What follows belongs to an exercise in optimizing a design on an open flow for small area and a short achievable clock period; a production flow would make more cautious choices.
The RTL was checked by simulation tests, not by an equivalence proof against the original design.
In runs 4 to 6 the design's own scripts or RTL, not TritonCTS, make the clock network.
The clock port is modelled as an ideal driver, which makes a skipped or thinned clock tree look cheaper than it is; a real chip needs a root buffer or a tree.
Power is estimated from default activity; no workload was simulated.

### flow/run.sh
#!/bin/bash
# Layout flow: the standard layout (standard.sh), with the standard
# synthesis unchanged, but with the smallest buffer on each port instead of
# the one buffer_ports picks by itself.
set -euo pipefail
bash standard.sh synth > synth.log 2>&1
bash standard.sh "BUFFER_PORTS_ARGS=-buffer_cell sky130_fd_sc_hd__buf_1" finish > layout.log 2>&1
### standard.sh
#!/bin/bash
# synth_recipe.tcl (not shown) runs the flow's synth.tcl, then flattens the netlist and writes it again
# the make line also repeats each setting of config.mk as NAME=value (left out here)
make -C /OpenROAD-flow-scripts/flow DESIGN_CONFIG=/design/flow/config.mk WORK_HOME=/design/flow/orfs CLKGATE_MAP_FILE= SYNTH_SCRIPT=/design/flow/synth_recipe.tcl "${@:-finish}"
### config.mk
export PLATFORM = sky130hd
export DESIGN_NAME = hornet
export DESIGN_NICKNAME = hornet
export VERILOG_FILES = /design/flow/design.v
export SDC_FILE = /design/flow/constraint.sdc
export NUM_CORES = 4
export LEC_CHECK = 0
export CAP_MARGIN = 20
export CORE_MARGIN = 2
export CORE_UTILIZATION = 40
export CTS_BUF_LIST = sky130_fd_sc_hd__clkbuf_8
export SETUP_SLACK_MARGIN = 2.0
export SLEW_MARGIN = 20
### constraint.sdc
create_clock -name core_clock -period 5.0 [get_ports {clk}]
set_input_delay 1.0000 -clock core_clock [delete_from_list [all_inputs] [get_ports {clk}]]
set_output_delay 1.0000 -clock core_clock [all_outputs]
set_load 0.01 [all_outputs]
### design.v
module hornet (
	input  clk, reset_n,
	output logic [17:0] s, r, t,
	input  logic [17:0] rsq, dsq,
	output logic  [8:0] mem_a,
	input  logic [17:0] mem_d
);
localparam int TMEM = 0, TS = 1, TAND = 2, TR = 3, TA = 4, TSHL = 5, TSHR = 6, ADD = 7, MS = 8, TXOR = 9, TNOT = 10, ST = 11, SD = 12, RRSQ = 13, RP = 14, RNX = 15, RT = 16, AT = 17, BT = 18, J = 19, NX = 20, TIF = 21, MIF = 22, PR = 23, AMR = 24, AMA = 25, AMB = 26;
localparam int NC = 27;
function automatic [NC-1:0] dec(input logic [4:0] o);
	dec = {NC{1'b0}};
	case (o)
		0  : begin dec[RRSQ] = 1'b1; dec[PR] = 1'b1; dec[AMR] = 1'b1; end
		1  : begin dec[RP] = 1'b1; dec[PR] = 1'b1; end
		2  : begin dec[J] = 1'b1; end
		3  : begin dec[J] = 1'b1; dec[RP] = 1'b1; end
		4  : begin dec[RNX] = 1'b1; end
		5  : begin dec[RNX] = 1'b1; dec[NX] = 1'b1; end
		6  : begin dec[TIF] = 1'b1; end
		7  : begin dec[MIF] = 1'b1; end
		8  : begin dec[TMEM] = 1'b1; dec[ST] = 1'b1; end
		9  : begin dec[TMEM] = 1'b1; dec[ST] = 1'b1; dec[AMA] = 1'b1; end
		10 : begin dec[TMEM] = 1'b1; dec[ST] = 1'b1; dec[AMB] = 1'b1; end
		11 : begin dec[TMEM] = 1'b1; dec[ST] = 1'b1; dec[AMA] = 1'b1; end
		12 : begin dec[TS] = 1'b1; dec[SD] = 1'b1; end
		13 : begin dec[TS] = 1'b1; dec[SD] = 1'b1; dec[AMA] = 1'b1; end
		14 : begin dec[TS] = 1'b1; dec[SD] = 1'b1; dec[AMB] = 1'b1; end
		15 : begin dec[TS] = 1'b1; dec[SD] = 1'b1; dec[AMA] = 1'b1; end
		16 : begin dec[TSHR] = 1'b1; dec[MS] = 1'b1; end
		17 : begin dec[TSHL] = 1'b1; end
		18 : begin dec[TSHR] = 1'b1; end
		19 : begin dec[TNOT] = 1'b1; end
		20 : begin dec[ADD] = 1'b1; dec[SD] = 1'b1; end
		21 : begin dec[TAND] = 1'b1; dec[SD] = 1'b1; end
		22 : begin dec[TXOR] = 1'b1; dec[SD] = 1'b1; end
		23 : begin dec[TS] = 1'b1; dec[SD] = 1'b1; end
		24 : begin dec[ST] = 1'b1; end
		25 : begin dec[TR] = 1'b1; dec[ST] = 1'b1; dec[RRSQ] = 1'b1; end
		26 : begin dec[TMEM] = 1'b1; dec[ST] = 1'b1; end
		27 : begin dec[TA] = 1'b1; dec[ST] = 1'b1; end
		28 : ;
		29 : begin dec[RT] = 1'b1; dec[SD] = 1'b1; end
		30 : begin dec[BT] = 1'b1; dec[SD] = 1'b1; end
		31 : begin dec[AT] = 1'b1; dec[SD] = 1'b1; end
	endcase
endfunction
localparam [NC-1:0] C_EX = (NC'(1) << RP) | (NC'(1) << PR);
logic [1:0]  slot;
logic [NC-1:0] c;
logic [4:0]  op_nxt;
logic [12:0] ir;
logic [9:0]  p, p_nxt, p_inca;
logic [17:0] a, t_nxt, s_nxt, r_nxt, a_nxt, r_dec;
logic [8:0]  b, b_nxt, am_nxt;
logic [7:0]  jumpa;
logic        rnz, tz;
always_comb
	case (slot)
		0 : op_nxt = ir[12:8] ^ 5'b10101;
		1 : op_nxt = ir[ 7:3] ^ 5'b01010;
		2 : op_nxt = {ir[2:0] ^ 3'b101, 2'b00};
		default op_nxt = mem_d[17:13] ^ 5'b01010;
	endcase
assign jumpa  = slot[1] ? {p[7:3], ir[2:0]} : ir[7:0];
assign p_inca = {p[9:7], p[6:0] + 7'd1};
assign r_dec  = r - 18'd1;
assign rnz    = |r;
assign tz     = ~|t;
logic        addx;
logic [18:0] ts, m, x;
assign addx = c[ADD] | (c[MS] & a[0]);
assign ts   = {t[17], t} + {s[17], s};
assign m    = ({19{addx}} & (ts ^ {t[17], t})) | ({19{c[TXOR]}} & {1'b0, s}) | {19{c[TNOT]}};
assign x    = {t[17], t} ^ m;
logic tx;
assign tx = ~(c[TMEM] | c[TS] | c[TAND] | c[TR] | c[TA] | c[TSHL] | c[TSHR]);
assign t_nxt = ({18{c[TMEM]}} & mem_d)
             | ({18{c[TS]  }} & s)
             | ({18{c[TAND]}} & (t & s))
             | ({18{c[TR]  }} & r)
             | ({18{c[TA]  }} & a)
             | ({18{c[TSHL]}} & {t[16:0], t[0]})
             | ({18{c[TSHR]}} & x[18:1])
             | ({18{tx    }} & x[17:0]);
assign s_nxt = ({18{c[ST]}} & t) | ({18{c[SD]}} & dsq) | ({18{~(c[ST] | c[SD])}} & s);
logic r_rsq, r_dc, r_h;
assign r_dc  = c[RNX] & rnz;
assign r_rsq = c[RRSQ] | (c[RNX] & ~rnz);
assign r_h   = ~(c[RRSQ] | c[RP] | c[RNX] | c[RT]);
assign r_nxt = ({18{r_rsq}} & rsq) | ({18{c[RP]}} & {8'd0, p}) | ({18{r_dc}} & r_dec)
             | ({18{c[RT]}} & t) | ({18{r_h}} & r);
assign a_nxt = c[MS] ? {x[0], a[17:1]} : c[AT] ? t : a;
assign b_nxt = c[BT] ? t[8:0] : b;
logic jmp, p_h, p_i, am_p;
assign jmp    = c[J] | (c[NX] & rnz) | (c[TIF] & tz) | (c[MIF] & ~t[17]);
assign p_h    = c[NX] & ~rnz;
assign p_i    = ~(c[PR] | c[J] | c[NX]) & ~jmp;
assign p_nxt  = ({10{c[PR]}} & r[9:0]) | ({10{jmp}} & {2'b00, jumpa}) | ({10{p_h}} & p) | ({10{p_i}} & p_inca);
assign am_p   = ~(c[AMR] | c[AMA] | c[AMB]) & ~jmp;
assign am_nxt = ({9{c[AMR]}} & r[8:0]) | ({9{jmp}} & {1'b0, jumpa}) | ({9{c[AMA]}} & a[8:0])
              | ({9{c[AMB]}} & b) | ({9{am_p}} & p[8:0]);
always_ff @ (posedge clk or negedge reset_n)
	if (~reset_n) begin
		slot  <= 2'd1;
		c     <= C_EX;
		p     <= 0;
		t     <= 0;
		s     <= 0;
		r     <= 0;
		a     <= 0;
		b     <= 0;
		mem_a <= 0;
		ir[7:0] <= 8'b01011010;
	end else begin
		slot  <= slot + 2'd1;
		c     <= dec(op_nxt);
		p     <= p_nxt;
		t     <= t_nxt;
		s     <= s_nxt;
		r     <= r_nxt;
		a     <= a_nxt;
		b     <= b_nxt;
		mem_a <= am_nxt;
		if (slot == 3) ir[7:0] <= mem_d[7:0];
	end
always_ff @ (posedge clk)
	if (slot == 3) ir[12:8] <= mem_d[12:8];
endmodule  
==> results of run 1 <==
==> report_power, final <==
group / leakage (nW) / total, W / switching, W / internal (W)
clock: 0.212 / 0.000995 / 0.000563 / 0.000432
sequential: 1.78 / 0.00194 / 0.000519 / 0.00142
combinational: 1.90 / 0.00148 / 0.000854 / 0.000630
total: 3.89 / 0.00442 / 0.00194 / 0.00248
==> metrics by stage <==
step | instances | total power (W) | instance area (um^2) | utilization, %
6_report | 1273 | 0.004420 | 9469 | 46.50
5_1_grt | 1273 | 0.004667 | 9469 | 46.50
4_1_cts | 1269 | 0.004376 | 9389 | 46.10
3_5_place_dp | 1237 | 0.003365 | 8946 | 43.93
3_3_place_gp | 1237 | 0.003354 | 8946 | 43.93
2_1_floorplan | 906 | 0.002775 | 8342 | -
==> worst max-delay path: cells and delay by family (launching register included) <==
family	cells	cell delay [ns]
xor gates and xnor gates	1	0.19
adders and majority gates	2	0.69
AOI/OAI and AO/OA	7	1.50
DFF	1	0.44
==> cell families after synthesis <==
logic type               after synthesis  share of synthesized area, %
AND/OR/NAND/NOR                      286                         15.96
XOR/XNOR                              19                         1.995
flip-flops                           142                         43.00
AO/OA/AOI/OAI                        299                         25.47
adder cells (fa/ha/maj)               26                         3.990
multiplexers                          42                         5.280
buffers and inverters                 92                         4.305
==> routing by layer <==
layer,up-vias,routed length (um)
met5,-,0
met3,52,2473
li1,3593,-
met4,0,808
met2,378,13640
met1,3938,12920
==> path summary, 6_finish.rpt <==
path	cells after the start	end	from	slack (ns)
worst max-delay path	10	t[15]	s[0]	2.07
worst min-delay path	1	ir[2]	reset_n	0.42
worst min register to register	2	a[11]	a[12]	0.51
min in group core_clock	2	a[11]	a[12]	0.51
worst max register to register	10	t[15]	s[0]	2.07
max in group asynchronous	2	t[8]	reset_n	3.74
==> registers in the layout (all words and copies together) (netlist names), 10 cells and up <==
register,cells
t,18
p,10
a,18
ir,13
r,18
c,27
s,18
==> area by class of cell <==
class	count	area (um^2)
Fill cell	2037	10900
Multi-Input combinational cell	672	4451
Sequential cell	142	3591
Timing Repair Buffer	133	579.3
Tap cell	270	337.8
Clock buffer	17	234.0
Clock inverter	15	186.4
Inverter	24	90.09
==> cells in the mapped netlist, drive strengths merged, types with 13 or more instances <==
| library cell | instances |
|---|---|
| a21oi | 43 |
| a222oi | 23 |
| a22oi | 76 |
| buf | 15 |
| clkbuf | 53 |
| dfrtp | 130 |
| ha | 25 |
| inv | 24 |
| mux2 | 16 |
| mux2i | 26 |
| nand2 | 121 |
| nand3 | 43 |
| nor2 | 44 |
| nor3 | 26 |
| o211ai | 15 |
| o21ai | 57 |
| xnor2 | 13 |
==> timing repair <==
action | 4_1_cts | 5_1_grt
pin swaps | 2 | 1
endpoints found under the setup margin | 7 | 16
resized for setup | 4 | 9
setup buffers | 0 | 3
==> impl_metrics.yaml, run 1 <==
run_status:
  status: "no timing/DRC/antenna violations"
worst_setup_path:
  crit_type: "flop to flop"
  cp.arrival_ns: 3.28
  worstPathCellList: "ha_1 > fa_1 > a21o_1 > a221oi_4 > a211oi_2 > o31ai_2 > xnor2_1 > a21oi_1 > a211oi_1 > o31ai_1"
  required_ns: 5.35
  critPathCaptureType: "flop"
  worst_setup_path_start_kind: "flop"
  cp_slowest_stage_delay_ns: 0.44
  crit_fanout: 5
  slowest_stage: "dfrtp_1"
route:
  wl_um: 29850
  wl_per_cell_um: 23.45
  postRouteAntennaNets: 0
  drt-initial-drc-count: 886
  vias_per_cell: 6.254
  via_count: 7961
  drt_first_pass_iters: 7
  post-route-drc-count: 0
placed_design:
  portBuffers: 118
  place.gp.congestion: 0.9101
  preCtsSetupSlack_ns: 1.818
  dp.final_hpwl_um: 21720
synthesis:
  synthTopCellsByArea: "dfrtp_1 39%, a22oi_1 6.8%, nand2_1 5.4%"
  avgSynthCellArea_um2: 9.207
  synth_edf_count: 5
  synthFlopType: "dfrtp_1"
  yosys_warnings: 1
  ys_ff_latch: 142
  synth.distinct_cells: 68
  synth_fp_nets: 988
  synthArstFlopShare_pct: 96.48
  yosysSeqAreaShare_pct: 43.00
  synth_top_area_share_pct: 39.00
  yosysTopAreaCell: "dfrtp_1"
  synth_area_mm2: 0.008342
  syn_inst: 906
flow_run:
  max_cap_viol_count: 0
sta:
  worst_slack_ns: 2.074
  setup_tns_ns: 0
  slew_headroom_pct: 30.28
  rsz0062_at_grt: "false"
  final.period_utilization_pct: 58.51
  whs_ns: 0.4196
  slew_violations: 0
  hold_violations: 0
  skew_ns: 0.01796
  tightestPinTransition_ns: 1.045
  setup_violations: 0
  fin_crit_ns: 2.926
  fmax_ghz: 0.3418
cts:
  clk_latency_ns: 0.48
  cts_hold_buf: 0
  cts_buffers: 17
  clockBufferDepth: 2
  path_clk_slew_ns: 0.10
  clockRootBuffer: "clkbuf_8"
  ctsHtreeMaxLevel: 4
  cts_sinks: 142
  cts_tree: "done"
layout:
  drive_above_1_share_pct: 9.571
  final_cell_mix: "127 x dfrtp_1, 121 x nand2_1, 117 x buf_1"
  final_common_cell: "dfrtp_1"
  syn_to_final_growth_pct: 13.51
  finalNetCount: 1072
  diodes: 0
floorplanning:
  io_pins: 119
  core_area_mm2: 0.02036
  die-area_mm2: 0.02203
  die_h_um: 148.4
  rows: 52
  start_util_pct: 40.96
  die_w_um: 148.4
power:
  leakage_nw: 3.891
  max-vdd-ir-drop_uv: 195.6
  powerDensity_mw_per_mm2: 466.8
global_routing:
  overflow: 0
  use_met2_pct: 41.20
  busiest_layer: "met2"
  use_met1_pct: 38.63
  grtUsageTotal_pct: 27.11
  grt_pass1_vias: 7353
  globalRouteMet3Util_pct: 6.043
  grt_max_degree: 70
  grt_pass1_wl_um: 44940
  antenna_found_initial: 0
hold_path:
  min-delay-path-class: "input pin to asynchronous set/reset pin"
==> inputs of run 2 (changes only) <==
--- a/design.v
+++ b/design.v
@@ -64,23 +64,58 @@
 assign jumpa  = slot[1] ? {p[7:3], ir[2:0]} : ir[7:0];
 assign p_inca = {p[9:7], p[6:0] + 7'd1};
-assign r_dec  = r - 18'd1;
-assign rnz    = |r;
+genvar gl, gi;
+logic [17:0] ro [0:5];
+assign ro[0] = r;
+generate
+	for (gl = 0; gl < 5; gl++) begin : rlvl
+		for (gi = 0; gi < 18; gi++) begin : bit_
+			if (gi >= (1 << gl)) begin : comb
+				assign ro[gl+1][gi] = ro[gl][gi] | ro[gl][gi - (1 << gl)];
+			end else begin : pass
+				assign ro[gl+1][gi] = ro[gl][gi];
+			end
+		end
+	end
+endgenerate
+assign r_dec  = r ^ ~{ro[5][16:0], 1'b0};
+assign rnz    = ro[5][17];
 assign tz     = ~|t;
-logic        addx;
-logic [18:0] ts, m, x;
-assign addx = c[ADD] | (c[MS] & a[0]);
-assign ts   = {t[17], t} + {s[17], s};
-assign m    = ({19{addx}} & (ts ^ {t[17], t})) | ({19{c[TXOR]}} & {1'b0, s}) | {19{c[TNOT]}};
-assign x    = {t[17], t} ^ m;
-logic tx;
-assign tx = ~(c[TMEM] | c[TS] | c[TAND] | c[TR] | c[TA] | c[TSHL] | c[TSHR]);
-assign t_nxt = ({18{c[TMEM]}} & mem_d)
-             | ({18{c[TS]  }} & s)
-             | ({18{c[TAND]}} & (t & s))
-             | ({18{c[TR]  }} & r)
-             | ({18{c[TA]  }} & a)
-             | ({18{c[TSHL]}} & {t[16:0], t[0]})
-             | ({18{c[TSHR]}} & x[18:1])
-             | ({18{tx    }} & x[17:0]);
+logic [17:0] pr, gk [0:5], pk [0:5];
+logic [18:0] cy;
+assign pr    = t ^ s;
+assign gk[0] = t & s;
+assign pk[0] = pr;
+generate
+	for (gl = 0; gl < 5; gl++) begin : lvl
+		for (gi = 0; gi < 18; gi++) begin : bit_
+			if (gi >= (1 << gl)) begin : comb
+				assign gk[gl+1][gi] = gk[gl][gi] | (pk[gl][gi] & gk[gl][gi - (1 << gl)]);
+				assign pk[gl+1][gi] = pk[gl][gi] & pk[gl][gi - (1 << gl)];
+			end else begin : pass
+				assign gk[gl+1][gi] = gk[gl][gi];
+				assign pk[gl+1][gi] = pk[gl][gi];
+			end
+		end
+	end
+endgenerate
+assign cy = {gk[5], 1'b0};
+logic sel_ms1, sel_asr, sel_x;
+assign sel_ms1 = c[MS] & a[0];
+assign sel_asr = c[TSHR] & ~sel_ms1;
+assign sel_x   = ~(c[TMEM] | c[TS] | c[TAND] | c[TR] | c[TA] | c[TSHL] | c[TSHR] | c[ADD]);
+logic [17:0] rest, q;
+assign rest = ({18{c[TMEM]}} & mem_d)
+            | ({18{c[TS]  }} & s)
+            | ({18{c[TAND]}} & (t & s))
+            | ({18{c[TR]  }} & r)
+            | ({18{c[TA]  }} & a)
+            | ({18{c[TSHL]}} & {t[16:0], t[0]})
+            | ({18{sel_asr}} & {t[17], t[17:1]})
+            | ({18{sel_x  }} & (t ^ (({18{c[TXOR]}} & s) | {18{c[TNOT]}})));
+assign q    = {pr[17], pr[17:1]};
+always_comb
+	for (int i = 0; i < 18; i++)
+		t_nxt[i] = (cy[i]   ? (rest[i] | (c[ADD] & ~pr[i])) : (rest[i] | (c[ADD] & pr[i])))
+		         | (cy[i+1] ? (sel_ms1 & ~q[i])             : (sel_ms1 & q[i]));
 assign s_nxt = ({18{c[ST]}} & t) | ({18{c[SD]}} & dsq) | ({18{~(c[ST] | c[SD])}} & s);
 logic r_rsq, r_dc, r_h;
@@ -90,5 +125,5 @@
 assign r_nxt = ({18{r_rsq}} & rsq) | ({18{c[RP]}} & {8'd0, p}) | ({18{r_dc}} & r_dec)
              | ({18{c[RT]}} & t) | ({18{r_h}} & r);
-assign a_nxt = c[MS] ? {x[0], a[17:1]} : c[AT] ? t : a;
+assign a_nxt = c[MS] ? {a[0] ? pr[0] : t[0], a[17:1]} : c[AT] ? t : a;
 assign b_nxt = c[BT] ? t[8:0] : b;
 logic jmp, p_h, p_i, am_p;
--- a/config.mk
+++ b/config.mk
@@ -6,8 +6,9 @@
 export NUM_CORES = 4
 export LEC_CHECK = 0
+export ABC_AREA = 1
 export CAP_MARGIN = 20
 export CORE_MARGIN = 2
-export CORE_UTILIZATION = 40
+export CORE_UTILIZATION = 60
 export CTS_BUF_LIST = sky130_fd_sc_hd__clkbuf_8
-export SETUP_SLACK_MARGIN = 2.0
+export SETUP_SLACK_MARGIN = 3.0
 export SLEW_MARGIN = 20
==> run 2 against run 1 <==
Via count grew 27%. Combinational power grew 120%. Non-clock buffer count grew 77. Global-route usage grew 13 points. First-iteration DRC count grew 86%. Clock power grew 14%. Final area grew 19%. Worst setup slack gained 0.82 ns. Routed wire length grew 14%. Critical path type is now flop to output port. Critical endpoint is now s[6].
==> impl_metrics.yaml, run 2 <==
worst_setup_path:
  crit_type: "flop to output port"
  cp_num_cells: 1
  worstPathCellList: "buf_1"
  required_ns: 4.00
  r2r_cells: 11
  cp.arrival_ns: 1.11
  crit_family: "flip-flops"
  worst_setup_path_start_kind: "flop"
  crit_fanout: 5
  path_buf_inv: 1
  cp_slowest_stage_delay_ns: 0.46
  slowest_stage: "dfrtp_2"
  critPathCaptureType: "output port"
global_routing:
  use_met1_pct: 55.69
  overflow: 0
  grt_max_degree: 77
  grt_pass1_vias: 8988
  antenna_found_initial: 0
  grt_pass1_wl_um: 49740
  busiest_layer: "met2"
  globalRouteMet3Util_pct: 8.309
  grtUsageTotal_pct: 40.53
  use_met2_pct: 62.85
run_status:
  status: "no timing/DRC/antenna violations"
synthesis:
  synthArstFlopShare_pct: 96.48
  yosys_warnings: 4
  synthFlopType: "dfrtp_1"
  synthTopCellsByArea: "dfrtp_1 36%, nand2_1 13%, a21oi_1 5.6%"
  avgSynthCellArea_um2: 7.470
  synth_fp_nets: 1286
  synth_commonest_cells: "307 x nand2_1, 130 x dfrtp_1, 117 x inv_1, 101 x a21oi_1, 99 x nor2_1"
  yosysMostFrequentCell: "nand2_1"
  yosysTopAreaCell: "dfrtp_1"
  ys_ff_latch: 142
  syn_inst: 1204
  synth_edf_count: 5
  synth.distinct_cells: 50
  synth_top_area_share_pct: 36.17
  synth_area_mm2: 0.008994
  yosysSeqAreaShare_pct: 39.89
placed_design:
  portBuffers: 118
  dp.final_hpwl_um: 23360
  place.gp.congestion: 1.039
route:
  drt_first_pass_iters: 6
  via_count: 10110
  vias_per_cell: 6.378
  drt-initial-drc-count: 1645
  wl_per_cell_um: 21.46
  postRouteAntennaNets: 0
  post-route-drc-count: 0
  wl_um: 34010
floorplanning:
  die_h_um: 126.4
  rows: 44
  core_area_mm2: 0.01459
  die-area_mm2: 0.01598
  io_pins: 119
  start_util_pct: 61.65
  die_w_um: 126.4
cts:
  cts_tree: "done"
  path_clk_slew_ns: 0.08
  clockBufferDepth: 2
  clockRootBuffer: "clkbuf_8"
  cts_buffers: 17
  cts_hold_buf: 0
  ctsHtreeMaxLevel: 4
  cts_sinks: 142
  clk_latency_ns: 0.48
flow_run:
  max_cap_viol_count: 0
sta:
  slew_headroom_pct: 42.98
  rsz0062_at_grt: "true"
  slew_violations: 0
  skew_ns: 0.01347
  tightestPinTransition_ns: 0.8488
  final.period_utilization_pct: 42.11
  whs_ns: 0.4947
  setup_violations: 0
  hold_violations: 0
  fin_crit_ns: 2.106
  fmax_ghz: 0.4749
  setup_tns_ns: 0
power:
  max-vdd-ir-drop_uv: 411.7
  powerDensity_mw_per_mm2: 545.7
  leakage_nw: 5.101
  totalPowerFinal_w: 0.006142
layout:
  multiInputGateArea_mm2: 0.005047
  fillers: 1114
  final_common_cell: "nand2_1"
  seqCellArea_mm2: 0.003645
  fin_util_pct: 77.15
  drive_above_1_share_pct: 23.55
  syn_to_final_growth_pct: 25.15
  final_cell_mix: "286 x nand2_1, 112 x inv_1, 97 x a21oi_1"
  diodes: 0
  largest_reg_flops: 27
  largest_register: "c"
  finalNetCount: 1470
hold_path:
  min-delay-path-class: "flop to flop"
  min_path_cells: 2
-- run 2: layout make-up --
| type | count | area share (%) |
|---|---|---|
| Clock buffer | 17 | 2.079 |
| Clock inverter | 15 | 2.168 |
| Inverter | 123 | 4.357 |
| Multi-Input combinational cell | 894 | 44.84 |
| Sequential cell | 142 | 32.38 |
| Tap cell | 184 | 2.045 |
| Timing Repair Buffer | 210 | 12.13 |
-- run 2: what timing repair did --
item,in CTS,in global routing
resized for setup,76,147
setup buffers,73,16
setup endpoints to repair,100,111
gates cloned,0,1
endpoints found under the hold margin,0,0
pin swaps,2,13
-- run 2: worst paths after layout --
| kind | start | endpoint | slack, ns |
|---|---|---|---|
| min | ir[6] | ir[6] | 0.49 |
| max reg2reg | t[17] | t[17] | 2.94 |
| min reg2reg | ir[6] | ir[6] | 0.49 |
| min in group asynchronous | reset_n | p[3] | 0.64 |
| max in group asynchronous | reset_n | t[12] | 3.44 |
| max | s[6] | s[6] | 2.89 |
-- run 2: routing by layer --
layer	part of all wire, %	vias to the layer above
met2	45	854
met5	0	-
met4	5.2	0
met3	12	152
li1	-	4467
met1	38	4636
-- run 2: logic make-up (layout without fill, tap and decap cells) --
kind of cell	Yosys count	in the layout	share of synthesized area [%]
flip-flops	142	142	39.89
buffers and inverters	169	365	7.554
XOR/XNOR	31	31	3.019
AND/OR/NAND/NOR	552	553	26.36
AO/OA/AOI/OAI	283	283	19.35
adder cells (fa/ha/maj)	26	26	3.701
multiplexers	1	1	0.1252
-- run 2: power breakdown --
group / internal, W / switching (W) / total [W]
logic: 0.00125 / 0.00194 / 0.00319
clock network: 0.000645 / 0.000488 / 0.00113
registers: 0.00148 / 0.000343 / 0.00182
total: 0.00337 / 0.00277 / 0.00614
-- run 2: per-stage QoR --
stage | std cells | setup WS (ns) | area [um^2]
floorplan | 1204 | 3.070 | 8994
global route | 1585 | 2.890 | 11260
detailed placement | 1463 | 2.776 | 9488
global placement | 1463 | 2.803 | 9488
CTS | 1568 | 2.918 | 10690
finish | 1585 | 2.894 | 11260
==> inputs of run 3 (changes only) <==
--- a/design.v
+++ b/design.v
@@ -137,13 +137,21 @@
 always_ff @ (posedge clk or negedge reset_n)
 	if (~reset_n) begin
-		slot  <= 2'd1;
-		c     <= C_EX;
-		p     <= 0;
 		t     <= 0;
 		s     <= 0;
 		r     <= 0;
-		a     <= 0;
-		b     <= 0;
 		mem_a <= 0;
+	end else begin
+		t     <= t_nxt;
+		s     <= s_nxt;
+		r     <= r_nxt;
+		mem_a <= am_nxt;
+	end
+always_ff @ (posedge clk)
+	if (~reset_n) begin
+		slot    <= 2'd1;
+		c       <= C_EX;
+		p       <= 0;
+		a       <= 0;
+		b       <= 0;
 		ir[7:0] <= 8'b01011010;
 	end else begin
@@ -151,10 +159,6 @@
 		c     <= dec(op_nxt);
 		p     <= p_nxt;
-		t     <= t_nxt;
-		s     <= s_nxt;
-		r     <= r_nxt;
 		a     <= a_nxt;
 		b     <= b_nxt;
-		mem_a <= am_nxt;
 		if (slot == 3) ir[7:0] <= mem_d[7:0];
 	end
==> run 3 against run 2 <==
Still clean. Sequential cell count stayed put. Total power rose by 11%. Final area fell by 1.8%. Final cell count is 1.3% lower. Die area decreased by 4.2%. Largest cell class unchanged. Largest power group unchanged.
==> impl_metrics.yaml, run 3 <==
synthesis:
  synth_area_mm2: 0.008605
  synthTopCellsByArea: "dfrtp_1 18%, dfxtp_1 17%, nand2_1 12%"
  syn_inst: 1193
  synth_fp_nets: 1275
  synthArstFlopShare_pct: 44.37
  yosysSeqAreaShare_pct: 37.28
  synth_commonest_cells: "282 x nand2_1, 114 x a21oi_1, 110 x inv_1, 96 x nor2_1, 88 x nand3_1"
  synthFlopType: "dfxtp_1"
  synth_edf_count: 5
  synth_top_area_share_pct: 18.32
  yosysTopAreaCell: "dfrtp_1"
  ys_ff_latch: 142
  synth.distinct_cells: 50
  yosysMostFrequentCell: "nand2_1"
  avgSynthCellArea_um2: 7.212
  yosys_warnings: 4
route:
  post-route-drc-count: 0
  drt-initial-drc-count: 1596
  wl_met3_um: 4409
  wl_met1_um: 12620
  via_count: 10190
  wl_um: 33870
  drt_first_pass_iters: 8
  wl_per_cell_um: 21.64
  vias_per_cell: 6.511
  highest_layer: "met4"
  wl_met2_um: 14730
  postRouteAntennaNets: 0
sta:
  fmax_ghz: 0.4713
  setup_violations: 0
  slew_violations: 0
  setup_tns_ns: 0
  rsz0062_at_grt: "true"
  tightestPinTransition_ns: 0.9978
  fin_crit_ns: 2.122
  slew_headroom_pct: 33.41
  final.period_utilization_pct: 42.44
  hold_violations: 0
  skew_ns: 0.01317
worst_setup_path:
  crit_type: "flop to output port"
  critPathCaptureType: "output port"
  required_ns: 4.00
  cp.arrival_ns: 1.12
  crit_fanout: 2
  worst_setup_path_start_kind: "flop"
floorplanning:
  io_pins: 119
  rows: 43
  start_util_pct: 61.75
  die-area_mm2: 0.01532
  die_w_um: 123.8
  core_area_mm2: 0.01393
  die_h_um: 123.8
global_routing:
  grtUsageTotal_pct: 42.06
  grt_max_degree: 59
  grt_pass1_vias: 8827
  antenna_found_initial: 0
  grt_pass1_wl_um: 48110
  overflow: 0
cts:
  clockRootBuffer: "clkbuf_8"
  cts_sinks: 142
  cts_hold_buf: 0
  cts_buffers: 17
  path_clk_slew_ns: 0.09
  cts_tree: "done"
  clockBufferDepth: 2
  clk_latency_ns: 0.46
  ctsHtreeMaxLevel: 4
run_status:
  status: "no timing/DRC/antenna violations"
layout:
  drive_above_1_share_pct: 23.83
  fin_util_pct: 79.31
  syn_to_final_growth_pct: 28.44
  diodes: 0
  final_cell_mix: "259 x nand2_1, 108 x a21oi_1, 102 x inv_1"
  largest_register: "c"
  finalNetCount: 1454
  largest_reg_flops: 27
  final_common_cell: "nand2_1"
placed_design:
  place.gp.congestion: 0.9802
  dp.final_hpwl_um: 22680
  portBuffers: 118
power:
  powerDensity_mw_per_mm2: 616.4
  leakage_nw: 4.780
  totalPowerFinal_w: 0.006812
  max-vdd-ir-drop_uv: 492.5
flow_run:
  max_cap_viol_count: 0
hold_path:
  min-delay-path-class: "flop to flop"
[run 3: cell types whose count changed after synthesis, moves of 9 or more]
cell      delta
dfxtp_1     +74
dfrtp_1     -67
nand2_1     -25
o21ai_0     +21
o22ai_1     -20
a21oi_1     +13
o221ai_1    +13
clkbuf_1    +12
xor2_1       +9
[run 3: critical path, stage by stage, from the launching register on]
cell and delay [ns]:
dfrtp_2 0.43, buf_6 0.12, buf_6 0.11
[run 3: kinds of logic (layout without fill, tap and decap cells)]
family                     count (synthesis)  in the layout  share of synthesized area [%]
AOI/OAI and AO/OA                        302            302                          21.35
DFF                                      142            142                          37.28
buffers and inverters                    165            356                          7.474
xor gates and xnor gates                  40             40                          4.072
and+or+nand+nor                          518            519                          25.96
adders and majority gates                 26             26                          3.868
[run 3: final cells by class]
cell class                      count  area [um^2]
Clock buffer                       17        234.0
Clock inverter                     15        217.7
Fill cell                         986         2883
Inverter                          115        457.9
Multi-Input combinational cell    887         5248
Sequential cell                   142         3264
Tap cell                          180        225.2
Timing Repair Buffer              209         1405
[run 3: final timing paths]
kind | to | cells after the start | slack (ns) | startpoint
worst min-delay path | slot[0] | 1 | 0.44 | slot[0]
worst min register to register | slot[0] | 1 | 0.44 | slot[0]
worst max-delay path | t[0] | 2 | 2.88 | t[0]
worst max register to register | s[3] | 3 | 2.93 | c[12]
min in group asynchronous | t[4] | 1 | 0.51 | reset_n
max in group asynchronous | r[3] | 2 | 3.73 | reset_n
[run 3: what timing repair did]
action / CTS / global route
setup buffers: 68 / 22
endpoints found under the setup margin: 146 / 141
gates cloned: 1 / 0
endpoints found under the hold margin: 0 / 0
pin swaps: 4 / 21
resized for setup: 85 / 183
[run 3: power by group]
group | switching [W] | internal [W]
Sequential | 0.000292 | 0.00143
Combinational | 0.00240 | 0.00161
Clock | 0.000481 | 0.000592
Total | 0.00318 | 0.00364
[run 3: per-layer routing]
layer,vias to the layer above,track usage [%]
li1,4453,-
met1,4677,56.38
met2,869,62.67
met3,190,10.07
met4,0,22.59
met5,-,0
[run 3: stage by stage]
stage / hold slack (ns) / cell area [um^2] / setup WS [ns] / instances
2_1_floorplan: 0.4071 / 8605 / 3.001 / 1193
6_report: 0.4386 / 11050 / 2.878 / 1565
5_1_grt: 0.4581 / 11050 / 2.856 / 1565
3_3_place_gp: 0.4344 / 9075 / 2.256 / 1442
3_5_place_dp: 0.4505 / 9075 / 2.216 / 1442
4_1_cts: 0.4679 / 10270 / 2.879 / 1543
==> inputs of run 4 (changes only) <==
==> flow/run.sh (replaced) <==
#!/bin/bash
# Layout flow: the standard layout (standard.sh) with these changes:
#  - synthesis maps the adder to plain gates (ADDER_MAP_FILE empty) instead of
#    full/half-adder cells; the registers are the standard synthesis's;
#  - every port gets the smallest buffer (buf_1) instead of the one
#    buffer_ports picks by itself; timing repair resizes them as needed;
#  - after CTS, flow/post_cts.tcl rebuilds the clock tree as two balanced
#    levels of clkbuf_16 (4 on the clock port, 12 leaves) and repairs timing.
# Each tool's output goes to the ORFS logs under orfs/logs; make's output to
# synth.log and layout.log here.
set -euo pipefail
here=$(pwd)
bash standard.sh ADDER_MAP_FILE= synth > synth.log 2>&1
bash standard.sh ADDER_MAP_FILE= "BUFFER_PORTS_ARGS=-buffer_cell sky130_fd_sc_hd__buf_1" \
  POST_CTS_TCL="$here/flow/post_cts.tcl" finish > layout.log 2>&1
==> flow/flatclk.tcl (new file) <==
proc walk {net sinksVar bufsVar netsVar} {
  upvar $sinksVar sinks $bufsVar bufs $netsVar nets
  foreach it [$net getITerms] {
    if {[$it isOutputSignal]} continue
    set inst [$it getInst]
    set m [[$inst getMaster] getName]
    if {[string match "*clkbuf*" $m] || [string match "*clkinv*" $m]} {
      lappend bufs $inst
      foreach o [$inst getITerms] {
        if {[$o isOutputSignal] && [$o getNet] ne "NULL"} {
          lappend nets [$o getNet]
          walk [$o getNet] sinks bufs nets
        }
      }
    } else {
      lappend sinks $it
    }
  }
}

# Rebuild the clock tree as a single level: the clock port drives NB clkbuf_16
# buffers, each driving one cluster of the flip-flops (k-means on location).
proc flat_clock_tree {nb bufcell} {
  set block [ord::get_db_block]
  set clknet [$block findNet clk]
  # collect sinks (flop clock pins) behind the current clock tree
  set sinks {}
  set oldbufs {}
  set oldnets {}
  walk $clknet sinks oldbufs oldnets
  puts "flat_clock_tree: [llength $sinks] sinks, removing [llength $oldbufs] buffers"
  # sink locations
  set pts {}
  foreach it $sinks {
    set inst [$it getInst]
    set loc [$inst getLocation]
    lappend pts [list [lindex $loc 0] [lindex $loc 1]]
  }
  # k-means
  set n [llength $pts]
  set cx {}; set cy {}
  for {set k 0} {$k < $nb} {incr k} {
    set p [lindex $pts [expr {($k * $n) / $nb}]]
    lappend cx [lindex $p 0]; lappend cy [lindex $p 1]
  }
  # init with quadrant-ish spread: sort by angle around center
  set mx 0; set my 0
  foreach p $pts {set mx [expr {$mx + [lindex $p 0]}]; set my [expr {$my + [lindex $p 1]}]}
  set mx [expr {$mx / double($n)}]; set my [expr {$my / double($n)}]
  set cx {}; set cy {}
  for {set k 0} {$k < $nb} {incr k} {
    set ang [expr {2*3.14159265*($k+0.5)/$nb}]
    lappend cx [expr {$mx + 20000*cos($ang)}]; lappend cy [expr {$my + 20000*sin($ang)}]
  }
  set assign {}
  for {set iter 0} {$iter < 30} {incr iter} {
    set assign {}
    foreach p $pts {
      set best 0; set bd 1e30
      for {set k 0} {$k < $nb} {incr k} {
        set d [expr {abs([lindex $p 0]-[lindex $cx $k]) + abs([lindex $p 1]-[lindex $cy $k])}]
        if {$d < $bd} {set bd $d; set best $k}
      }
      lappend assign $best
    }
    for {set k 0} {$k < $nb} {incr k} {set sx($k) 0; set sy($k) 0; set sc($k) 0}
    foreach p $pts a $assign {set sx($a) [expr {$sx($a)+[lindex $p 0]}]; set sy($a) [expr {$sy($a)+[lindex $p 1]}]; incr sc($a)}
    set cx {}; set cy {}
    for {set k 0} {$k < $nb} {incr k} {
      if {$sc($k) == 0} {lappend cx $mx; lappend cy $my; continue}
      lappend cx [expr {$sx($k)/double($sc($k))}]; lappend cy [expr {$sy($k)/double($sc($k))}]
    }
  }
  # disconnect sinks, remove old buffers and nets
  foreach it $sinks { $it disconnect }
  foreach b $oldbufs { odb::dbInst_destroy $b }
  foreach nt $oldnets { if {[$nt getITermCount] == 0} { odb::dbNet_destroy $nt } }
  set lib [[ord::get_db] findMaster $bufcell]
  for {set k 0} {$k < $nb} {incr k} {
    set inst [odb::dbInst_create $block $lib "clkflat_$k"]
    $inst setLocation [expr {int([lindex $cx $k])}] [expr {int([lindex $cy $k])}]
    $inst setPlacementStatus PLACED
    set net [odb::dbNet_create $block "clknet_flat_$k"]
    $net setSigType CLOCK
    [$inst findITerm A] connect $clknet
    [$inst findITerm X] connect $net
    set cnt 0
    foreach it $sinks a $assign { if {$a == $k} { $it connect $net; incr cnt } }
    puts "  buffer $k at ([expr {int([lindex $cx $k])}], [expr {int([lindex $cy $k])}]) drives $cnt sinks"
  }
}

# k-means on a list of {x y} points; returns {assignments centers}
proc kmeans {pts nb} {
  set n [llength $pts]
  set mx 0; set my 0
  foreach p $pts {set mx [expr {$mx + [lindex $p 0]}]; set my [expr {$my + [lindex $p 1]}]}
  set mx [expr {$mx / double($n)}]; set my [expr {$my / double($n)}]
  set cx {}; set cy {}
  for {set k 0} {$k < $nb} {incr k} {
    set ang [expr {2*3.14159265*($k+0.5)/$nb}]
    lappend cx [expr {$mx + 20000*cos($ang)}]; lappend cy [expr {$my + 20000*sin($ang)}]
  }
  for {set iter 0} {$iter < 50} {incr iter} {
    set assign {}
    foreach p $pts {
      set best 0; set bd 1e30
      for {set k 0} {$k < $nb} {incr k} {
        set d [expr {abs([lindex $p 0]-[lindex $cx $k]) + abs([lindex $p 1]-[lindex $cy $k])}]
        if {$d < $bd} {set bd $d; set best $k}
      }
      lappend assign $best
    }
    for {set k 0} {$k < $nb} {incr k} {set sx($k) 0; set sy($k) 0; set sc($k) 0}
    foreach p $pts a $assign {set sx($a) [expr {$sx($a)+[lindex $p 0]}]; set sy($a) [expr {$sy($a)+[lindex $p 1]}]; incr sc($a)}
    set cx {}; set cy {}
    for {set k 0} {$k < $nb} {incr k} {
      if {$sc($k) == 0} {lappend cx $mx; lappend cy $my; continue}
      lappend cx [expr {$sx($k)/double($sc($k))}]; lappend cy [expr {$sy($k)/double($sc($k))}]
    }
  }
  return [list $assign $cx $cy]
}

# Two levels: the clock port drives n1 buffers, each driving n2/n1 leaf buffers,
# each leaf buffer driving one k-means cluster of the flip-flops.
proc two_level_clock_tree {n1 n2 bufcell} {
  set block [ord::get_db_block]
  set clknet [$block findNet clk]
  set sinks {}; set oldbufs {}; set oldnets {}
  walk $clknet sinks oldbufs oldnets
  puts "two_level_clock_tree: [llength $sinks] sinks, removing [llength $oldbufs] buffers"
  set pts {}
  foreach it $sinks {
    set loc [[$it getInst] getLocation]
    lappend pts [list [lindex $loc 0] [lindex $loc 1]]
  }
  foreach it $sinks { $it disconnect }
  foreach b $oldbufs { odb::dbInst_destroy $b }
  foreach nt $oldnets { if {[$nt getITermCount] == 0} { odb::dbNet_destroy $nt } }
  # dummy loads that CTS added (cells whose outputs drive nothing) go too
  set keep {}
  set kpts {}
  foreach it $sinks p $pts {
    set inst [$it getInst]
    set used 0
    foreach o [$inst getITerms] { if {[$o isOutputSignal] && [$o getNet] ne "NULL"} { set used 1 } }
    if {$used} { lappend keep $it; lappend kpts $p } else { puts "  removing dummy load [$inst getName]"; odb::dbInst_destroy $inst }
  }
  set sinks $keep
  set pts $kpts
  lassign [kmeans $pts $n2] assign cx cy
  set lpts {}
  for {set k 0} {$k < $n2} {incr k} {lappend lpts [list [lindex $cx $k] [lindex $cy $k]]}
  lassign [kmeans $lpts $n1] lassign rx ry
  set lib [[ord::get_db] findMaster $bufcell]
  set rnets {}
  for {set j 0} {$j < $n1} {incr j} {
    set inst [odb::dbInst_create $block $lib "clkroot_$j"]
    $inst setLocation [expr {int([lindex $rx $j])}] [expr {int([lindex $ry $j])}]
    $inst setPlacementStatus PLACED
    set net [odb::dbNet_create $block "clknet_root_$j"]
    $net setSigType CLOCK
    [$inst findITerm A] connect $clknet
    [$inst findITerm X] connect $net
    lappend rnets $net
  }
  for {set k 0} {$k < $n2} {incr k} {
    set inst [odb::dbInst_create $block $lib "clkleaf_$k"]
    $inst setLocation [expr {int([lindex $cx $k])}] [expr {int([lindex $cy $k])}]
    $inst setPlacementStatus PLACED
    set net [odb::dbNet_create $block "clknet_leaf_$k"]
    $net setSigType CLOCK
    [$inst findITerm A] connect [lindex $rnets [lindex $lassign $k]]
    [$inst findITerm X] connect $net
    set cnt 0
    foreach it $sinks a $assign { if {$a == $k} { $it connect $net; incr cnt } }
    puts "  leaf $k (root [lindex $lassign $k]) drives $cnt sinks"
  }
}
==> flow/post_cts.tcl (new file) <==
# POST_CTS_TCL hook: replace the clock tree that CTS built by a two-level tree
# (the clock port drives 4 clkbuf_16, each driving 3 clkbuf_16 leaves at the
# centres of k-means clusters of the flip-flops), then legalize and repair
# timing again as cts.tcl does.
source [file join [file dirname [info script]] flatclk.tcl]
two_level_clock_tree 4 12 sky130_fd_sc_hd__clkbuf_16
detailed_placement
estimate_parasitics -placement
report_clock_skew
repair_timing_helper
detailed_placement
check_placement -verbose
estimate_parasitics -placement
report_worst_slack -max
report_worst_slack -min
--- a/config.mk
+++ b/config.mk
@@ -10,5 +10,5 @@
 export CORE_MARGIN = 2
 export CORE_UTILIZATION = 60
-export CTS_BUF_LIST = sky130_fd_sc_hd__clkbuf_8
-export SETUP_SLACK_MARGIN = 3.0
+export CTS_BUF_LIST = sky130_fd_sc_hd__clkbuf_16
+export SETUP_SLACK_MARGIN = 3.1
 export SLEW_MARGIN = 20
==> run 4 against run 3 <==
Global-route usage up 1.7 points. Synthesized cell count increased by 4.9%. Sequential cell count unchanged. Core utilization is 2.0 points lower. Largest power group unchanged. Clock power decreased by 9%. Still clean. Final cell count is 4.0% higher.
==> impl_metrics.yaml, run 4 <==
worst_setup_path:
  cp.arrival_ns: 2.11
  crit_fanout: 2
  critPathCaptureType: "flop"
  rrSetupSlack_ns: 3.06
  crit_type: "input pin to flop"
  critPathLaunch: "mem_d[3]"
  worst_setup_path_start_kind: "input pin"
  r2r_start: "s[6]"
  required_ns: 5.15
route:
  via_count: 10530
  drt-initial-drc-count: 1540
  highest_layer: "met4"
  postRouteAntennaNets: 0
  wl_um: 35400
  post-route-drc-count: 0
  vias_per_cell: 6.473
  wl_met1_um: 13550
  wl_per_cell_um: 21.76
  wl_met3_um: 4813
  drt_first_pass_iters: 7
  wl_met2_um: 15330
sta:
  worst_slack_ns: 3.045
  setup_tns_ns: 0
  fmax_ghz: 0.5114
  final.period_utilization_pct: 39.11
  slew_violations: 0
  whs_ns: 0.4647
  slew_headroom_pct: 39.87
  skew_ns: 0.04883
  setup_violations: 0
  tightestPinTransition_ns: 0.8951
  fin_crit_ns: 1.955
  hold_violations: 0
  rsz0062_at_grt: "true"
layout:
  seqCellArea_mm2: 0.003272
  final_cell_mix: "292 x nand2_1, 110 x nor2_1, 103 x buf_1"
  largest_reg_flops: 27
  largest_register: "c"
  final_common_cell: "nand2_1"
  drive_above_1_share_pct: 26.47
  stdcell_count: 1627
  fillers: 1056
  syn_to_final_growth_pct: 27.30
  multiInputGateArea_mm2: 0.005210
  finalNetCount: 1501
  diodes: 0
synthesis:
  avgSynthCellArea_um2: 6.975
  synth_fp_nets: 1308
  synthArstFlopShare_pct: 44.37
  yosysSeqAreaShare_pct: 36.74
  synth-compound-area-share_pct: 21.21
  synth.distinct_cells: 54
  synthTopCellsByArea: "dfrtp_1 18%, dfxtp_1 17%, nand2_1 14%"
  synth_xor_area_share_pct: 2.508
  muxShareOfSynthArea_pct: 0
  synth_top_family_by_area: "simple AND/OR/NAND/NOR gates"
  synth_edf_count: 5
  synth_fa_ha_area_share_pct: 0
  synth_top_area_share_pct: 18.05
  synth_area_mm2: 0.008732
  synth_commonest_cells: "336 x nand2_1, 132 x nor2_1, 109 x inv_1, 78 x nand3_1, 75 x a21oi_1"
  ys_ff_latch: 142
  synthFlopType: "dfxtp_1"
  syn_inst: 1252
  synth_simple_gate_area_share_pct: 30.92
  yosys_warnings: 4
  yosysMostFrequentCell: "nand2_1"
  yosysTopAreaCell: "dfrtp_1"
global_routing:
  grt_pass1_vias: 9694
  grtUsageTotal_pct: 43.72
  antenna_found_initial: 0
  grt_pass1_wl_um: 53410
  grt_max_degree: 41
  overflow: 0
floorplanning:
  die_h_um: 124.6
  die-area_mm2: 0.01554
  die_w_um: 124.6
  start_util_pct: 60.77
  core_area_mm2: 0.01437
  io_pins: 119
  rows: 44
placed_design:
  preCtsSetupSlack_ns: 2.114
  portBuffers: 118
  place.gp.congestion: 0.9665
  dp_cells: 1504
  dp.final_hpwl_um: 23480
power:
  leakage_nw: 4.884
  max-vdd-ir-drop_uv: 479.7
  powerDensity_mw_per_mm2: 595.0
  totalPowerFinal_w: 0.006613
cts:
  cts_sinks: 142
  path_clk_slew_ns: 0.06
  clk_latency_ns: 0.31
run_status:
  status: "no timing/DRC/antenna violations"
hold_path:
  min-delay-path-class: "flop to flop"
  hold_start: "p[9]"
flow_run:
  max_cap_viol_count: 0
[run 4: cell count changes after synthesis, moves of 11 or more]
cell and delta:
nor2_1 +36, xor2_1 -14, ha_1 -25, a21oi_1 -39, nand2_1 +54, inv_2 +21, nand2_2 +11, a221oi_1 +15
[run 4: logic make-up after synthesis]
kind of cell              after synthesis
buffers and inverters                 187
DFF                                   142
and+or+nand+nor                       617
AOI/OAI and AO/OA                     281
xor gates and xnor gates               25
[run 4: metrics by stage]
step           area [um^2]  utilization (%)
3_5_place_dp          9178            63.87
2_1_floorplan         8732                -
5_1_grt              11120            77.36
6_report             11120            77.36
3_3_place_gp          9178            63.87
[run 4: layout make-up]
class	count	area share, %
Buffer	16	3.602
Inverter	135	5.358
Multi-Input combinational cell	924	46.87
Sequential cell	142	29.43
Tap cell	184	2.071
Timing Repair Buffer	225	12.60
Timing Repair inverter	1	0.06754
[run 4: routing by layer]
layer | vias to the layer above | track usage (%)
li1 | 4633 | -
met1 | 4894 | 59.82
met2 | 845 | 65.00
met3 | 159 | 12.20
met4 | 0 | 18.77
met5 | - | 0
[run 4: power by group]
part,internal (W),switching (W),total [W]
Combinational,0.00143,0.00251,0.00393
Sequential,0.00143,0.000278,0.00171
Clock,0.000565,0.000406,0.000972
Total,0.00342,0.00319,0.00661
[run 4: worst max-delay path: stages]
cell and delay (ns):
buf_1 0.18, a221oi_1 0.42, o211ai_1 0.17, a21oi_1 0.22, nand3_1 0.11
[run 4: final timing paths]
kind / endpoint / cells past startpoint
worst max-delay path: t[3] / 5
worst min-delay path: p[9] / 2
worst max register to register: t[14] / 13
worst min register to register: p[9] / 2
max in group asynchronous: t[15] / 2
min in group asynchronous: r[1] / 1
==> inputs of run 5 (changes only) <==
--- a/flow/run.sh
+++ b/flow/run.sh
@@ -6,5 +6,5 @@
 #    buffer_ports picks by itself; timing repair resizes them as needed;
 #  - after CTS, flow/post_cts.tcl rebuilds the clock tree as two balanced
-#    levels of clkbuf_16 (4 on the clock port, 12 leaves) and repairs timing.
+#    levels (4 clkbuf_16 on the clock port, 12 clkbuf_8 leaves) and repairs timing.
 # Each tool's output goes to the ORFS logs under orfs/logs; make's output to
 # synth.log and layout.log here.
--- a/flow/flatclk.tcl
+++ b/flow/flatclk.tcl
@@ -125,5 +125,6 @@
 # Two levels: the clock port drives n1 buffers, each driving n2/n1 leaf buffers,
 # each leaf buffer driving one k-means cluster of the flip-flops.
-proc two_level_clock_tree {n1 n2 bufcell} {
+proc two_level_clock_tree {n1 n2 bufcell {leafcell ""}} {
+  if {$leafcell eq ""} {set leafcell $bufcell}
   set block [ord::get_db_block]
   set clknet [$block findNet clk]
@@ -166,6 +167,7 @@
     lappend rnets $net
   }
+  set llib [[ord::get_db] findMaster $leafcell]
   for {set k 0} {$k < $n2} {incr k} {
-    set inst [odb::dbInst_create $block $lib "clkleaf_$k"]
+    set inst [odb::dbInst_create $block $llib "clkleaf_$k"]
     $inst setLocation [expr {int([lindex $cx $k])}] [expr {int([lindex $cy $k])}]
     $inst setPlacementStatus PLACED
==> flow/post_cts.tcl (replaced) <==
# POST_CTS_TCL hook: replace the clock tree that CTS built by a two-level tree
# (the clock port drives 4 clkbuf_16, each driving 3 clkbuf_8 leaves at the
# centres of k-means clusters of the flip-flops), then legalize and repair
# timing again as cts.tcl does.
source [file join [file dirname [info script]] flatclk.tcl]
two_level_clock_tree 4 12 sky130_fd_sc_hd__clkbuf_16 sky130_fd_sc_hd__clkbuf_8
detailed_placement
estimate_parasitics -placement
report_clock_skew
repair_timing_helper
detailed_placement
check_placement -verbose
estimate_parasitics -placement
report_worst_slack -max
report_worst_slack -min
==> run 5 against run 4 <==
Still clean. Hold slack improved by 0.0016 ns. Clock skew grew 0.018 ns. Routed wire length grew 1.2%. Sequential cell count unchanged. Core utilization grew 0.24 points. Synthesized cell count is the same. Final area grew 0.30%. First-iteration DRC count is 8.9% higher. Final cell count up 0.49%. Global-route usage is 0.38 points lower. Combinational power grew 2%. Sequential power about the same. Largest cell class unchanged.
==> impl_metrics.yaml, run 5 <==
run_status:
  status: "no timing/DRC/antenna violations"
synthesis:
  yosys_warnings: 4
  synth.distinct_cells: 54
  yosysSeqAreaShare_pct: 36.74
  yosysTopAreaCell: "dfrtp_1"
  synthTopCellsByArea: "dfrtp_1 18%, dfxtp_1 17%, nand2_1 14%"
  ys_ff_latch: 142
  synth_fp_nets: 1308
  synth_top_area_share_pct: 18.05
  syn_inst: 1252
  yosysMostFrequentCell: "nand2_1"
  synth_commonest_cells: "336 x nand2_1, 132 x nor2_1, 109 x inv_1, 78 x nand3_1, 75 x a21oi_1"
  synth_area_mm2: 0.008732
  synthFlopType: "dfxtp_1"
  synth_edf_count: 5
  synthArstFlopShare_pct: 44.37
  avgSynthCellArea_um2: 6.975
route:
  wl_met2_um: 15660
  drt_first_pass_iters: 8
  via_count: 10520
  post-route-drc-count: 0
  wl_met3_um: 5198
  highest_layer: "met4"
  wl_um: 35810
  wl_met1_um: 13360
  postRouteAntennaNets: 0
  drt-initial-drc-count: 1677
  wl_per_cell_um: 21.90
  vias_per_cell: 6.436
worst_setup_path:
  cp_slowest_stage_delay_ns: 0.41
  required_ns: 4.00
  worst_setup_path_start_kind: "flop"
  cp.arrival_ns: 0.97
  critPathCaptureType: "output port"
  r2r_start: "s[6]"
  crit_fanout: 2
  critPathLaunch: "t[11]"
  worstPathCellList: "buf_4 > buf_1"
  slowest_stage: "dfrtp_2"
  crit_type: "flop to output port"
layout:
  fillers: 1056
  seqCellArea_mm2: 0.003272
  largest_reg_flops: 27
  final_cell_mix: "292 x nand2_1, 112 x nor2_1, 103 x buf_1"
  largest_register: "c"
  diodes: 0
  final_common_cell: "nand2_1"
  stdcell_count: 1635
  multiInputGateArea_mm2: 0.005305
  syn_to_final_growth_pct: 27.68
  finalNetCount: 1509
  fin_area_mm2: 0.01115
  fin_util_pct: 77.59
  drive_above_1_share_pct: 27.15
global_routing:
  grt_pass1_vias: 9601
  overflow: 0
  grtUsageTotal_pct: 43.34
  grt_max_degree: 68
  grt_pass1_wl_um: 52850
  antenna_found_initial: 0
cts:
  path_clk_slew_ns: 0.08
  cts_sinks: 142
  clk_latency_ns: 0.32
hold_path:
  hold_start: "p[9]"
  min-delay-path-class: "flop to flop"
power:
  leakage_nw: 4.948
  powerDensity_mw_per_mm2: 578.3
  max-vdd-ir-drop_uv: 416.0
sta:
  skew_ns: 0.06667
  fin_crit_ns: 1.969
  hold_violations: 0
  tightestPinTransition_ns: 0.8892
  slew_violations: 0
  final.period_utilization_pct: 39.37
  fmax_ghz: 0.5080
  setup_tns_ns: 0
  setup_violations: 0
  rsz0062_at_grt: "true"
  worst_slack_ns: 3.031
  slew_headroom_pct: 40.64
floorplanning:
  core_area_mm2: 0.01437
  rows: 44
  io_pins: 119
  die_h_um: 124.6
  die_w_um: 124.6
  die-area_mm2: 0.01554
  start_util_pct: 60.77
flow_run:
  max_cap_viol_count: 0
placed_design:
  dp.final_hpwl_um: 23480
  placed_area_mm2: 0.009178
  preCtsSetupSlack_ns: 2.114
  place.gp.congestion: 0.9665
  portBuffers: 118
  dp_cells: 1504
run 5: cell counts after synthesis:
No cell type changed its count.
run 5: cell families after synthesis:
family	after synthesis	share of synthesized area [%]
simple gates	617	30.92
flops	142	36.74
xor+xnor	25	2.508
compound gates	281	21.21
buf+inv	187	8.626
run 5: cell type report:
class                      instances  area share, %
timing repair buffer             233          13.17
timing repair inverter             1        0.06733
tap                              184          2.065
multi-input combinational        924          47.58
buffer                            16          2.379
sequential                       142          29.35
inverter                         135          5.387
run 5: worst paths after layout:
path                         end  slack [ns]  depth (start not counted)
max                        t[11]        3.03                          2
max in group asynchronous  t[15]        3.77                          2
min                         p[9]        0.47                          2
min reg2reg                 p[9]        0.47                          2
max reg2reg                t[14]        3.04                         13
min in group asynchronous  r[15]        0.56                          1
run 5: worst max-delay path: cells and delay by family, from the launching register on:
family	cells	cell delay, ns
flops	1	0.41
buf+inv	2	0.29
run 5: layer usage:
| metal | GRT usage (%) | up-vias |
|---|---|---|
| met3 | 12.46 | 168 |
| met2 | 64.77 | 878 |
| met5 | 0 | - |
| met1 | 59.24 | 4842 |
| met4 | 17.51 | 0 |
| li1 | - | 4635 |
run 5: metrics by stage:
stage,total power [W],hold slack [ns]
2_1_floorplan,0.003484,0.4095
6_report,0.006448,0.4662
3_5_place_dp,0.004330,0.4357
5_1_grt,0.006722,0.5086
3_3_place_gp,0.004311,0.4513
run 5: where the power goes:
group | switching (W) | internal, W | leakage, nW
logic | 0.00256 | 0.00145 | 3.40
clock network | 0.000385 | 0.000359 | 0.136
registers | 0.000274 | 0.00143 | 1.41
total | 0.00321 | 0.00323 | 4.95
==> inputs of run 6 (changes only) <==
==> flow/run.sh (replaced) <==
#!/bin/bash
# Layout flow: the standard layout (standard.sh) with these changes:
#  - synthesis maps the adder to plain gates (ADDER_MAP_FILE empty) instead of
#    full/half-adder cells; the registers are the standard synthesis's;
#  - every port gets the smallest buffer (buf_1) instead of the one
#    buffer_ports picks by itself; timing repair resizes them as needed;
#  - after CTS, flow/post_cts.tcl rebuilds the clock tree as two balanced
#    levels (4 clkbuf_16 on the clock port, 12 clkbuf_8 leaves) and repairs timing
#    there (the repair CTS would do before it is skipped);
#  - global routing repairs setup with a smaller margin (2.9 ns) than the
#    placement and CTS steps (config.mk's 3.1 ns).
# Each tool's output goes to the ORFS logs under orfs/logs; make's output to
# synth.log, cts.log and layout.log here.
set -euo pipefail
here=$(pwd)
ports="BUFFER_PORTS_ARGS=-buffer_cell sky130_fd_sc_hd__buf_1"
bash standard.sh ADDER_MAP_FILE= synth > synth.log 2>&1
bash standard.sh ADDER_MAP_FILE= "$ports" POST_CTS_TCL="$here/flow/post_cts.tcl" \
  SKIP_CTS_REPAIR_TIMING=1 cts > cts.log 2>&1
bash standard.sh ADDER_MAP_FILE= "$ports" SETUP_SLACK_MARGIN=2.9 finish > layout.log 2>&1
==> run 6 against run 5 <==
Via count is 6.4% lower. Largest power group unchanged. Total power is 16% lower. Still clean. Routed wire length fell by 9.1%. Global-route usage down 2.1 points. Worst setup slack worse by 0.049 ns. Highest routed layer unchanged. Hold slack barely moved.
==> impl_metrics.yaml, run 6 <==
synthesis:
  yosysMostFrequentCell: "nand2_1"
  yosysSeqAreaShare_pct: 36.74
  synthFlopType: "dfxtp_1"
  synth.distinct_cells: 54
  avgSynthCellArea_um2: 6.975
  yosysTopAreaCell: "dfrtp_1"
  ys_ff_latch: 142
  synthArstFlopShare_pct: 44.37
  synth_top_area_share_pct: 18.05
  synthTopCellsByArea: "dfrtp_1 18%, dfxtp_1 17%, nand2_1 14%"
  synth_commonest_cells: "336 x nand2_1, 132 x nor2_1, 109 x inv_1, 78 x nand3_1, 75 x a21oi_1"
  synth_edf_count: 5
  synth_fp_nets: 1308
  synth_area_mm2: 0.008732
  syn_inst: 1252
  yosys_warnings: 4
worst_setup_path:
  slowest_stage: "dfxtp_1"
  r2r_cells: 7
  worst_setup_path_start_kind: "flop"
  cp.arrival_ns: 2.18
  rr_endpoint: "t[6]"
  rrSetupSlack_ns: 2.98
  required_ns: 5.16
  crit_fanout: 13
  cpMostUsedCell: "nand2_1"
  r2r_start: "a[0]"
  cp_slowest_stage_delay_ns: 0.47
  worstPathCellList: "nand2_1 > nand2_4 > inv_1 > a221oi_1 > nand2_1 > a21oi_1 > nand3_1"
  critPathCaptureType: "flop"
  crit_type: "flop to flop"
power:
  comb_power_share_pct: 51.3
  leakage_nw: 4.262
  clkPwrFrac_pct: 13.7
  pwr-share-seq_pct: 35.1
  powerDensity_mw_per_mm2: 551.9
  cell_internal_pwr_w: 0.002682
  switching_share_pct: 50.35
  max-vdd-ir-drop_uv: 402.5
  power_switching_w: 0.002719
global_routing:
  grt_pass1_vias: 9177
  antenna_found_initial: 0
  grt_max_degree: 68
  grtUsageTotal_pct: 41.26
  grt_pass1_wl_um: 50480
  overflow: 0
placed_design:
  place.gp.congestion: 0.9665
  dp.final_hpwl_um: 23480
  portBuffers: 118
run_status:
  status: "no timing/DRC/antenna violations"
floorplanning:
  rows: 44
  start_util_pct: 60.77
  die-area_mm2: 0.01554
  die_w_um: 124.6
  io_pins: 119
  die_h_um: 124.6
  core_area_mm2: 0.01437
cts:
  path_clk_slew_ns: 0.11
  cts_sinks: 142
  clk_latency_ns: 0.31
layout:
  finalNetCount: 1422
  diodes: 0
  largest_reg_flops: 27
  syn_to_final_growth_pct: 12.08
  final_cell_mix: "330 x nand2_1, 132 x nor2_1, 115 x buf_1"
  final_common_cell: "nand2_1"
  fillers: 1238
  multiInputGateArea_mm2: 0.004792
  seqCellArea_mm2: 0.003262
  fin_util_pct: 68.11
  largest_register: "c"
  drive_above_1_share_pct: 13.42
route:
  via_count: 9845
  postRouteAntennaNets: 0
  wl_per_cell_um: 21.03
  drt-initial-drc-count: 1353
  post-route-drc-count: 0
  drt_first_pass_iters: 6
  vias_per_cell: 6.360
  wl_um: 32560
hold_path:
  hold_start: "p[9]"
  min-delay-path-class: "flop to flop"
  whs_endpoint: "p[9]"
  min_path_cells: 2
sta:
  tightestPinTransition_ns: 0.9222
  fmax_ghz: 0.4955
  hold_violations: 0
  setup_violations: 0
  fin_crit_ns: 2.018
  slew_headroom_pct: 38.44
  rsz0062_at_grt: "true"
  final.period_utilization_pct: 40.36
  slew_violations: 0
  setup_tns_ns: 0
  skew_ns: 0.06574
flow_run:
  max_cap_viol_count: 0
-- run 6: cell counts after synthesis --
Identical to the previous run, type by type.
-- run 6: worst max-delay path: cells and delay by family (launching register included) --
| family | cells | cell delay (ns) |
|---|---|---|
| AO/OA/AOI/OAI | 2 | 0.45 |
| flip-flops | 1 | 0.47 |
| AND/OR/NAND/NOR | 4 | 0.75 |
| buffers and inverters | 1 | 0.19 |
-- run 6: through the flow --
| step | cell area (um^2) | worst slack, ns | hold slack [ns] | total power (W) | cells |
|---|---|---|---|---|---|
| floorplan | 8732 | 3.169 | 0.4095 | 0.003484 | 1252 |
| finish | 9787 | 2.982 | 0.4664 | 0.005401 | 1548 |
| detailed placement | 9178 | 2.114 | 0.4357 | 0.004330 | 1504 |
| global route | 9787 | 2.897 | 0.5089 | 0.005709 | 1548 |
| global placement | 9178 | 2.172 | 0.4513 | 0.004311 | 1504 |
-- run 6: worst max-delay path by stage --
stage	startpoint	endpoint	slack, ns	depth (start not counted)
detailed placement	reset_n	c[1]	2.11	5
floorplan	reset_n	a[7]	3.17	4
global placement	reset_n	c[6]	2.17	5
finish	a[0]	t[6]	2.98	7
global route	a[0]	t[16]	2.90	7
-- run 6: cell families (layout without fill, tap and decap cells) --
| group | after synthesis | after routing | share of synthesized area [%] |
|---|---|---|---|
| XOR/XNOR | 25 | 25 | 2.508 |
| AND/OR/NAND/NOR | 617 | 617 | 30.92 |
| buffers and inverters | 187 | 299 | 8.626 |
| AO/OA/AOI/OAI | 281 | 281 | 21.21 |
| flip-flops | 142 | 142 | 36.74 |
-- run 6: power groups by stage --
stage / Sequential [W] / Clock, W / Combinational (W)
floorplan: 0.00179 / 0 / 0.00169
global placement: 0.00191 / 0 / 0.00240
detailed placement: 0.00190 / 0 / 0.00242
global route: 0.00192 / 0.000775 / 0.00302
finish: 0.00189 / 0.000737 / 0.00277
-- run 6: per-layer routing --
| metal | GRT usage [%] | share of wire (%) |
|---|---|---|
| met4 | 16.19 | 4.0 |
| met2 | 61.46 | 42 |
| met5 | 0 | 0 |
| met3 | 12.50 | 15 |
| met1 | 56.35 | 39 |
-- run 6: final cells by class --
class,instances,area share (%)
well taps,184,2.352
repair buffers,148,7.236
inverters,135,5.408
plain buffers,16,2.710
multi-input cells,923,48.96
flip-flops and latches,142,33.33

-- re-timing with driven ports --
No port has a modelled driver above. Below, the same layouts with a new extraction and two added sets of constraints.
Step 1, drivers: a clkbuf_16 drives clk and a buf_2 each remaining input, both assumed.
Step 2 adds t to the input delays and takes it off the output delays; t is the mean of the earliest and latest rising clock arrival at the registers after step 1. Input paths then give back, and output paths get back, about the clock's delay inside the block.
Slacks: no drivers / after step 1 / after step 2; pairs: no drivers / after step 1.
run | t, ns | setup WS [ns] | latest minus earliest clock arrival (ns) | worst data-port slew with drivers (ns)
run 1 | 0.510 | 2.074 / 2.074 / 2.074 | 0.018 / 0.018 | 0.04
run 2 | 0.509 | 2.894 / 2.855 / 2.874 | 0.013 / 0.014 | 0.06
run 3 | 0.496 | 2.878 / 2.839 / 2.666 | 0.015 / 0.015 | 0.04
run 4 | 0.382 | 3.045 / 2.958 / 2.742 | 0.050 / 0.050 | 0.13
run 5 | 0.385 | 3.031 / 2.934 / 2.792 | 0.067 / 0.067 | 0.12
run 6 | 0.369 | 2.982 / 2.976 / 2.769 | 0.066 / 0.066 | 0.06
After both steps setup and hold are still met in every run listed. For run 4, which loses most, drivers alone change the setup slack by -0.087 ns; drivers and shift together by -0.303 ns.
